Source: an optimization exercise on an open RTL-to-GDS flow (aim: small area). Production flows keep margins and buffers that such runs may drop. The RTL was checked by simulation tests, not by an equivalence proof against the original design. The clock port is modelled as an ideal driver; clocking choices that lean on that would not hold on a real chip. Power figures rest on the tool's default switching activity, not on a simulated workload.

## run 1
## game_core
module game_core(
    input  logic        clk,
    input  logic        reset,           
    input  logic        frame_clk,       
    input  logic [15:0] keycode,
    input  logic [9:0]  DrawX, DrawY,    
    output logic [2:0]  Health,
    output logic        active_key,
    output logic        dungeon_frame1, dungeon_frame2, dungeon_frame3,
    output logic        initial_frame, final_frame, game_over,
    output logic [9:0]  Monster_X, Monster_Y, Monster_X_2, Monster_Y_2,
    output logic [9:0]  monster_bullet_X_L, monster_bullet_Y_L,
                        monster_bullet_X_R, monster_bullet_Y_R,
                        monster_bullet_X_U, monster_bullet_Y_U,
                        monster_bullet_X_D, monster_bullet_Y_D,
    output logic [9:0]  bullet_X, bullet_Y,
    output logic [9:0]  char_frame_X, char_frame_Y,
    output logic        character_frame,
    output logic        is_character, is_monster1, is_monster2, is_monster3,
    output logic        is_bullet, is_bullet_l, is_bullet_r, is_bullet_u, is_bullet_d,
    output logic        is_heart, is_key,
    output logic [18:0] char_ra, background_ra, monster1_ra, monster2_ra, monster3_ra,
    output logic [18:0] bullet_ra, bullet_l_ra, bullet_r_ra, bullet_u_ra, bullet_d_ra,
    output logic [18:0] heart_ra, key_ra
);
export LEC_CHECK = 0
export CAP_MARGIN = 20
export CORE_MARGIN = 2
export CORE_UTILIZATION = 40
export SLEW_MARGIN = 20
create_clock -name core_clock -period 12.0 [get_ports {clk}]
standard.sh (not shown) runs the stock make flow with config.mk's settings and CLKGATE_MAP_FILE= SYNTH_SCRIPT=/design/flow/synth_recipe.tcl, a recipe that flattens the netlist after the stock synthesis.
==> flow/flow/run.sh <==
#!/bin/bash
# Standard layout, except that the port buffers are the platform's smallest
# buffer (buf_1) instead of the default pick. Every tool's output is kept in
# a log file in the work folder.
set -euo pipefail
bash standard.sh BUFFER_PORTS_ARGS="-buffer_cell sky130_fd_sc_hd__buf_1" finish > standard_flow.log 2>&1
Run 1 went all the way through the flow, and no timing, DRC or antenna check failed.
The inputs of run 2 differ from those of run 1 as listed below.
Settings: CORE_UTILIZATION now 65, was 40.
==> flow/flow/run.sh <==
#!/bin/bash
# Standard layout, except that the port buffers are the platform's smallest
# buffer (buf_1) instead of the default pick, and that after CTS the cells on
# paths with spare slack are downsized (flow/recover.tcl, run as the CTS
# step's POST hook). Every tool's output is kept in a log file in the work
# folder (ORFS's own logs under orfs/logs, make's output in standard_flow.log).
set -euo pipefail
bash standard.sh BUFFER_PORTS_ARGS="-buffer_cell sky130_fd_sc_hd__buf_1" \
    POST_CTS_TCL="$PWD/flow/recover.tcl" finish > standard_flow.log 2>&1
==> flow/flow/recover.tcl (new file) <==
# After CTS: downsize cells on paths with spare slack to recover area, then
# legalize the placement again.
log_cmd estimate_parasitics -placement
log_cmd repair_timing -recover_power 100 -setup_margin 0.1 -verbose
log_cmd detailed_placement
check_placement -verbose
log_cmd estimate_parasitics -placement
report_worst_slack -max
report_design_area
Findings:
- Cell area after layout for run 2 is lower than for run 1.
- When run 2 is measured against run 1, its global routing usage on met2 turns out 23 points higher.
- Number of antenna violations at the first check in global routing, run 1 and run 2: smaller value in run 1
- Measured against each other, run 1 and run 2 differ in fraction of the cycle the final worst path needs, the higher figure coming from run 2.
- Proportion of power drawn by the clock network for run 2: 0.4 points down relative to run 1
- Looking at run 1 and run 2, the clock network area share is a wash.
- Taking run 1 as the reference, in run 2 fmax down 0.0030 GHz; global-route met1 utilization up 21 points.
Inputs modified between run 2 and run 3:
Settings: CAP_MARGIN changed from 20 to 0; CORE_UTILIZATION changed from 65 to 40; SLEW_MARGIN changed from 20 to 0.
==> flow/flow/run.sh <==
#!/bin/bash
# Standard layout, except that the port buffers are the platform's smallest
# buffer (buf_1) instead of the default pick. Every tool's output is kept in
# a log file in the work folder.
set -euo pipefail
bash standard.sh BUFFER_PORTS_ARGS="-buffer_cell sky130_fd_sc_hd__buf_1" finish > standard_flow.log 2>&1
removed: flow/flow/recover.tcl
## What came out
- On switching part of the total power: between run 2 and run 3, it ends up lower for run 2.
- Run 2 → run 3: remaining max-slew budget at the tightest pin increased by 8.5 points relative to the old numbers, worst hold slack across all endpoints decreased by 0.0056 ns relative to the old numbers, total wirelength of the detailed-routed design increased by 0.85% relative to the old numbers, die area increased by about 60% relative to the old numbers.
- Run 3 vs. run 2: share of the cycle needed by the critical path after routing went down by 3.3 points.
- Of the two values seen for cell with the largest stage delay on the worst path, sky130_fd_sc_hd__nor4_1 was produced by run 3 and sky130_fd_sc_hd__clkbuf_1 by run 2.
- Run 3 and run 2 ended up with roughly the same total power draw.
- Measured against run 2, the via count normalized by instance count of run 3 comes out at 0.868 times the reference value.
- Diff run 2 -> run 3 | net switching power | up slightly
- Diff run 2 and run 3: data arrival time at the worst-slack endpoint lower in run 3
Setup changes, run 3 to run 4
Settings: changing CAP_MARGIN from 0 to 20; changing SLEW_MARGIN from 0 to 20; changing CORE_UTILIZATION from 40 to 65.
Notes after the runs:
Re largest incremental delay on the critical path: run 3 was higher than run 4. From run 3 to run 4 the numbers moved as follows: total met3 wirelength after detailed routing +4200 µm, critical path arrival shows an increase of 2.98 ns, clock tree cell share of total cell area ~0 delta, clock power shows a reduction of about 0.9%. Comparing final estimated routing congestion in global placement for run 4 and run 3, the smaller number came from run 3. Changes observed in run 4 relative to run 3: filler cell count in the final layout moved down, floorplan die width moved down. | wire length of the first global-routing pass | run 4 vs run 3 | better |.

Another version of the RTL of game_core (not shown whole).
Size: ~2800 cells after synthesis, ~220 flip-flops, ~450 I/O pins, about 0.027 mm² of cells after synthesis.
==> flow/config.mk <==
export PLATFORM = sky130hd
export DESIGN_NAME = game_core
export DESIGN_NICKNAME = game_core
export VERILOG_FILES = /design/flow/design.v
export SDC_FILE = /design/flow/constraint.sdc
export NUM_CORES = 4
export LEC_CHECK = 0
export CAP_MARGIN = 20
export CORE_MARGIN = 2
export CORE_UTILIZATION = 40
export SLEW_MARGIN = 20
==> flow/constraint.sdc <==
create_clock -name core_clock -period 12.0 [get_ports {clk}]
set_input_delay 2.4000 -clock core_clock [delete_from_list [all_inputs] [get_ports {clk}]]
set_output_delay 2.4000 -clock core_clock [all_outputs]
set_load 0.01 [all_outputs]
run.sh (not shown) runs the stock make flow with config.mk's settings and CLKGATE_MAP_FILE= SYNTH_SCRIPT=/design/flow/synth_recipe.tcl, a recipe that flattens the netlist after the stock synthesis.
Stock flow here: none of the scripts above is used.
The baseline completed without violations.
==> next run, changes <==
==> flow/flow/run.sh (new file) <==
#!/bin/bash
# Standard layout, except that the port buffers are the platform's smallest
# buffer (buf_1) instead of the default pick. Every tool's output is kept in
# a log file in the work folder.
set -euo pipefail
bash standard.sh BUFFER_PORTS_ARGS="-buffer_cell sky130_fd_sc_hd__buf_1" finish > standard_flow.log 2>&1
==> flow/standard.sh (new file) <==
#!/bin/bash
# synth_recipe.tcl (not shown) runs the flow's synth.tcl, then flattens the netlist and writes it again
# the make line also repeats each setting of config.mk as NAME=value (left out here)
make -C /OpenROAD-flow-scripts/flow DESIGN_CONFIG=/design/flow/config.mk WORK_HOME=/design/flow/orfs CLKGATE_MAP_FILE= SYNTH_SCRIPT=/design/flow/synth_recipe.tcl "${@:-finish}"
--- a/flow/config.mk
+++ b/flow/config.mk
@@ -9,3 +9,5 @@
 export CORE_MARGIN = 2
 export CORE_UTILIZATION = 40
+export CTS_BUF_LIST = sky130_fd_sc_hd__clkbuf_2 sky130_fd_sc_hd__clkbuf_4
+export GPL_TIMING_DRIVEN = 0
 export SLEW_MARGIN = 20
removed: flow/run.sh
Effect: The changed run went through all stages and came out clean; sequential share of layout area increases by 0.90 points; setup slack improves by 0.036 ns; routed wire length decreases by a few percent; cell count increases by a few percent.

## JK
Another version of the RTL of game_core (not shown whole).
Size: ~2700 cells after synthesis, roughly 450 I/O pins, roughly 26000 µm² of cells after synthesis.
## game_core
module game_core(
    input  logic        clk,
    input  logic        reset,           
    input  logic        frame_clk,       
    input  logic [15:0] keycode,
    input  logic [9:0]  DrawX, DrawY,    
    output logic [2:0]  Health,
    output logic        active_key,
    output logic        dungeon_frame1, dungeon_frame2, dungeon_frame3,
    output logic        initial_frame, final_frame, game_over,
    output logic [9:0]  Monster_X, Monster_Y, Monster_X_2, Monster_Y_2,
    output logic [9:0]  monster_bullet_X_L, monster_bullet_Y_L,
                        monster_bullet_X_R, monster_bullet_Y_R,
                        monster_bullet_X_U, monster_bullet_Y_U,
                        monster_bullet_X_D, monster_bullet_Y_D,
    output logic [9:0]  bullet_X, bullet_Y,
    output logic [9:0]  char_frame_X, char_frame_Y,
    output logic        character_frame,
    output logic        is_character, is_monster1, is_monster2, is_monster3,
    output logic        is_bullet, is_bullet_l, is_bullet_r, is_bullet_u, is_bullet_d,
    output logic        is_heart, is_key,
    output logic [18:0] char_ra, background_ra, monster1_ra, monster2_ra, monster3_ra,
    output logic [18:0] bullet_ra, bullet_l_ra, bullet_r_ra, bullet_u_ra, bullet_d_ra,
    output logic [18:0] heart_ra, key_ra
);
    function automatic logic [10:0] sub10(input logic [9:0] a, input logic [9:0] b);
        logic c;
        c = 1'b1;
        for (int i = 0; i < 10; i++) begin
            sub10[i] = a[i] ^ ~b[i] ^ c;
            c = (a[i] & ~b[i]) | (a[i] & c) | (~b[i] & c);
        end
        sub10[10] = ~c;
    endfunction
    function automatic logic [10:0] nsub10(input logic [9:0] na, input logic [9:0] b);
        logic c;
        logic [9:0] t;
        c = 1'b0;
        for (int i = 0; i < 10; i++) begin
            t[i] = na[i] ^ b[i] ^ c;
  ...
clock: 12.0 ns
lec_check: 0
cap_margin: 20
core_margin: 2
core_utilization: 65
cts_buf_list: sky130_fd_sc_hd__clkbuf_2 sky130_fd_sc_hd__clkbuf_4
slew_margin: 20
standard.sh (not shown) runs the stock make flow with config.mk's settings and CLKGATE_MAP_FILE= SYNTH_SCRIPT=/design/flow/synth_recipe.tcl, a recipe that flattens the netlist after the stock synthesis.
==> flow/flow/run.sh <==
#!/bin/bash
# Standard layout, except that the port buffers are the platform's smallest
# buffer (buf_1) instead of the default pick, and that after CTS the cells on
# paths with spare slack are downsized (flow/recover.tcl, run as the CTS
# step's POST hook). Every tool's output is kept in a log file in the work
# folder (ORFS's own logs under orfs/logs, make's output in standard_flow.log).
set -euo pipefail
bash standard.sh BUFFER_PORTS_ARGS="-buffer_cell sky130_fd_sc_hd__buf_1" \
    POST_CTS_TCL="$PWD/flow/recover.tcl" finish > standard_flow.log 2>&1
==> flow/flow/recover.tcl <==
# After CTS: downsize cells on paths with spare slack to recover area, then
# legalize the placement again.
log_cmd estimate_parasitics -placement
log_cmd repair_timing -recover_power 100 -setup_margin 0.1 -verbose
log_cmd detailed_placement
check_placement -verbose
log_cmd estimate_parasitics -placement
report_worst_slack -max
report_design_area
Input-level comparison between MS and JK:
==> flow/flow/run.sh <==
#!/bin/bash
# Standard layout, except that the port buffers are the platform's smallest
# buffer (buf_1) instead of the default pick. Every tool's output is kept in
# a log file in the work folder.
set -euo pipefail
bash standard.sh BUFFER_PORTS_ARGS="-buffer_cell sky130_fd_sc_hd__buf_1" finish > standard_flow.log 2>&1
removed: flow/flow/recover.tcl
Notes after the runs:
MS finished every stage and its layout cleared the timing, design-rule and antenna checks.
Lower slew of the pin with the lowest slew margin goes to JK over MS.
MS ends up with a final critical delay including setup and external delays that is 0.44 ns lower than in JK.
Net switching power of the design of MS is on par with JK.
Reported for JK and MS, initial standard-cell utilization of the core turned out identical to the last digit.
Against JK as the reference, MS delivers a higher slack of the critical path.
Post-synthesis instance total: MS vs JK identical
The following lists how AL was set up differently from MS:
==> flow/flow/run.sh <==
#!/bin/bash
# Standard layout, except that the port buffers are the platform's smallest
# buffer (buf_1) instead of the default pick, and that after CTS the cells on
# paths with spare slack are downsized (flow/recover.tcl, run as the CTS
# step's POST hook). Every tool's output is kept in a log file in the work
# folder (ORFS's own logs under orfs/logs, make's output in standard_flow.log).
set -euo pipefail
bash standard.sh BUFFER_PORTS_ARGS="-buffer_cell sky130_fd_sc_hd__buf_1" \
    POST_CTS_TCL="$PWD/flow/recover.tcl" SKIP_REPAIR_TIE_FANOUT=1 finish > standard_flow.log 2>&1
==> flow/flow/recover.tcl (new file) <==
# After CTS: downsize cells on paths with spare slack to recover area, then
# legalize the placement again.
log_cmd estimate_parasitics -placement
log_cmd repair_timing -recover_power 100 -setup_margin 0.1 -verbose
log_cmd detailed_placement
check_placement -verbose
log_cmd estimate_parasitics -placement
report_worst_slack -max
report_design_area
Results
AL vs MS on static leakage: AL is the lower one. Area: AL vs MS -> AL smaller. The run with more setup slack is MS; AL has less. Number of global-route vias before repair delta for AL relative to MS: 0.86% lower. Going from MS to AL, worst slack at placement fell 0.015 ns, met1 usage shows an increase of 3.2 points. Compared to MS, the router laid down more metal wire for AL. Compared with MS, in AL I/O pin count level, non-clock buffer contribution to total cell area stayed essentially flat, post-route core utilization now smaller, layout overhead on the synthesized area shows a reduction of 2.5 points.

Starting RTL as in the previous note.
Settings: LEC_CHECK=0, CAP_MARGIN=20, CORE_MARGIN=2, CORE_UTILIZATION=65, CTS_BUF_LIST=sky130_fd_sc_hd__clkbuf_8, CTS_CLUSTER_DIAMETER=60, CTS_CLUSTER_SIZE=10, SLEW_MARGIN=20; clock period 12.0 ns.
==> flow/flow/run.sh <==
#!/bin/bash
# Standard layout, except that the port buffers are the platform's smallest
# buffer (buf_1) instead of the default pick, and that after CTS the cells on
# paths with spare slack are downsized (flow/recover.tcl, run as the CTS
# step's POST hook). Every tool's output is kept in a log file in the work
# folder (ORFS's own logs under orfs/logs, make's output in standard_flow.log).
set -euo pipefail
bash standard.sh BUFFER_PORTS_ARGS="-buffer_cell sky130_fd_sc_hd__buf_1" \
    POST_CTS_TCL="$PWD/flow/recover.tcl" SKIP_REPAIR_TIE_FANOUT=1 finish > standard_flow.log 2>&1
==> flow/flow/recover.tcl <==
# After CTS: downsize cells on paths with spare slack to recover area, then
# legalize the placement again.
log_cmd estimate_parasitics -placement
log_cmd repair_timing -recover_power 100 -setup_margin 0.1 -verbose
log_cmd detailed_placement
check_placement -verbose
log_cmd estimate_parasitics -placement
report_worst_slack -max
report_design_area
The starting point finished with timing, DRC and antenna clean.
Then changed:
--- a/flow/config.mk
+++ b/flow/config.mk
@@ -9,6 +9,6 @@
 export CORE_MARGIN = 2
 export CORE_UTILIZATION = 65
-export CTS_BUF_LIST = sky130_fd_sc_hd__clkbuf_8
-export CTS_CLUSTER_DIAMETER = 60
-export CTS_CLUSTER_SIZE = 10
+export CTS_BUF_LIST = sky130_fd_sc_hd__clkbuf_4 sky130_fd_sc_hd__clkbuf_8
+export CTS_CLUSTER_DIAMETER = 75
+export CTS_CLUSTER_SIZE = 8
 export SLEW_MARGIN = 20
Effect:
- The new run finished clean
- via count is about the same
- global-route usage increases by 0.34 points
- area after synthesis stays the same
- wire length rises by 0.36%
- design area is about the same

== job 1260 ==
Starting RTL as in the previous note.
export LEC_CHECK = 0
export CAP_MARGIN = 20
export CORE_MARGIN = 2
export CORE_UTILIZATION = 65
export CTS_BUF_LIST = sky130_fd_sc_hd__clkbuf_8
export CTS_CLUSTER_DIAMETER = 60
export CTS_CLUSTER_SIZE = 14
export SLEW_MARGIN = 20
create_clock -name core_clock -period 12.0 [get_ports {clk}]
Scripts as last shown in full above: flow/flow/run.sh, flow/flow/recover.tcl
In summary, job 1260 completed successfully, with a layout that passed the timing, design-rule and antenna checks.
The inputs of job 1513 differ from those of job 1260 as listed below.
Settings: CTS_CLUSTER_SIZE changed from 14 to 10.
==> flow/flow/run.sh <==
#!/bin/bash
# Standard layout, except that: the port buffers are the platform's smallest
# buffer (buf_1) instead of the default pick; the constant outputs share one
# tie cell (repair_design buffers its net) instead of one tie cell each; and
# after CTS the cells on paths with spare slack are downsized
# (flow/recover.tcl, run as the CTS step's POST hook). Every tool's output is kept in a log file in the work
# folder (ORFS's own logs under orfs/logs, make's output in standard_flow.log).
set -euo pipefail
bash standard.sh BUFFER_PORTS_ARGS="-buffer_cell sky130_fd_sc_hd__buf_1" \
    POST_CTS_TCL="$PWD/flow/recover.tcl" SKIP_REPAIR_TIE_FANOUT=1 finish > standard_flow.log 2>&1
[summary]
Number of nets in the finished design: job 1260 vs job 1513, no meaningful difference. Worst setup slack is higher on job 1260. Job 1513 vs job 1260: length of routed met3 wiring up in job 1513. Looking at job 1260 and job 1513, the leakage component of the power is a wash. Per the comparison of job 1513 with job 1260, total power went down by about 3%, final hold slack essentially unchanged.
### job 1513 -> job 5962
Settings: CTS_BUF_LIST: sky130_fd_sc_hd__clkbuf_8 -> sky130_fd_sc_hd__clkbuf_2 sky130_fd_sc_hd__clkbuf_4; CTS_CLUSTER_DIAMETER: 60 -> unset; CTS_CLUSTER_SIZE: 10 -> unset.
Notes after the runs:
Compared with job 1513, in job 5962 leakage component of the power up 0.15 nW, worst hold slack flat, later-pin clock latency in the skew report up 100 ps, post-synthesis share of cell area spent on full adders, half adders and majority gates flat.
Re area of all placed cells without fillers: job 1513 was lower than job 5962.
The count of plain and timing-repair buffers in the layout was comparable across job 1513 and job 5962.
Per the comparison of job 5962 with job 1513, global-route wire length before repair shows an increase of about 0.8%; global-route usage over all layers went up 0.59 points.
Run comparison: job 5962 startpoint of the worst setup timing path st[0]; job 1513 startpoint of the worst setup timing path F1
Between job 5962 and job 1513, it is job 5962 whose total chip power is higher, by 10%.

==> afterwards: timing with drivers on the ports <==
The results above use ideal ports. As a check the final layouts listed here were re-extracted and re-timed, cells and wires unchanged.
Step 1, drivers: a clkbuf_16 drives clk and a buf_2 each remaining input, both assumed.
Step 2 moves the port delays by t, midway between the first and last clock arrival at a register: inputs arrive t later, outputs are due t later. That takes back most of the time a late clock gives input paths.
Three values: ideal, step 1, step 2; two values: the first two.
run	t (ns)	slack for setup (ns)	worst setup path after step 2	worst data-port slew with drivers (ns)	cell pins on the clock port's net
run 1	0.649	0.651 / 0.619 / 0.283	input to register	0.07	1
run 2	0.631	0.256 / 0.225 / -0.176	input to register	0.09	1
run 3	0.649	0.651 / 0.619 / 0.283	input to register	0.07	1
run 4	0.625	0.544 / 0.576 / -0.050	input to register	0.09	1
the first run of note 2	0.661	0.225 / 0.197 / 0.017	input to register	0.06	1
the second run of note 2	0.877	0.261 / 0.214 / -0.402	input to register	0.06	1
JK	0.826	0.293 / 0.242 / -0.266	input to register	0.05	1
MS	0.809	0.732 / 0.762 / -0.047	input to register	0.05	1
AL	0.825	0.370 / 0.315 / -0.238	input to register	0.13	1
the first run of note 4	0.734	0.397 / 0.341 / -0.262	input to register	0.07	1
the second run of note 4	0.667	0.309 / 0.273 / -0.321	input to register	0.08	1
job 1260	0.714	0.441 / 0.408 / -0.177	input to register	0.07	1
job 1513	0.734	0.397 / 0.341 / -0.262	input to register	0.07	1
job 5962	0.825	0.370 / 0.315 / -0.238	input to register	0.13	1
Met with ideal ports but missed after step 2: setup timing in 11 of these runs. For MS, which loses most, drivers alone change the setup slack by +0.030 ns; drivers and shift together by -0.779 ns.
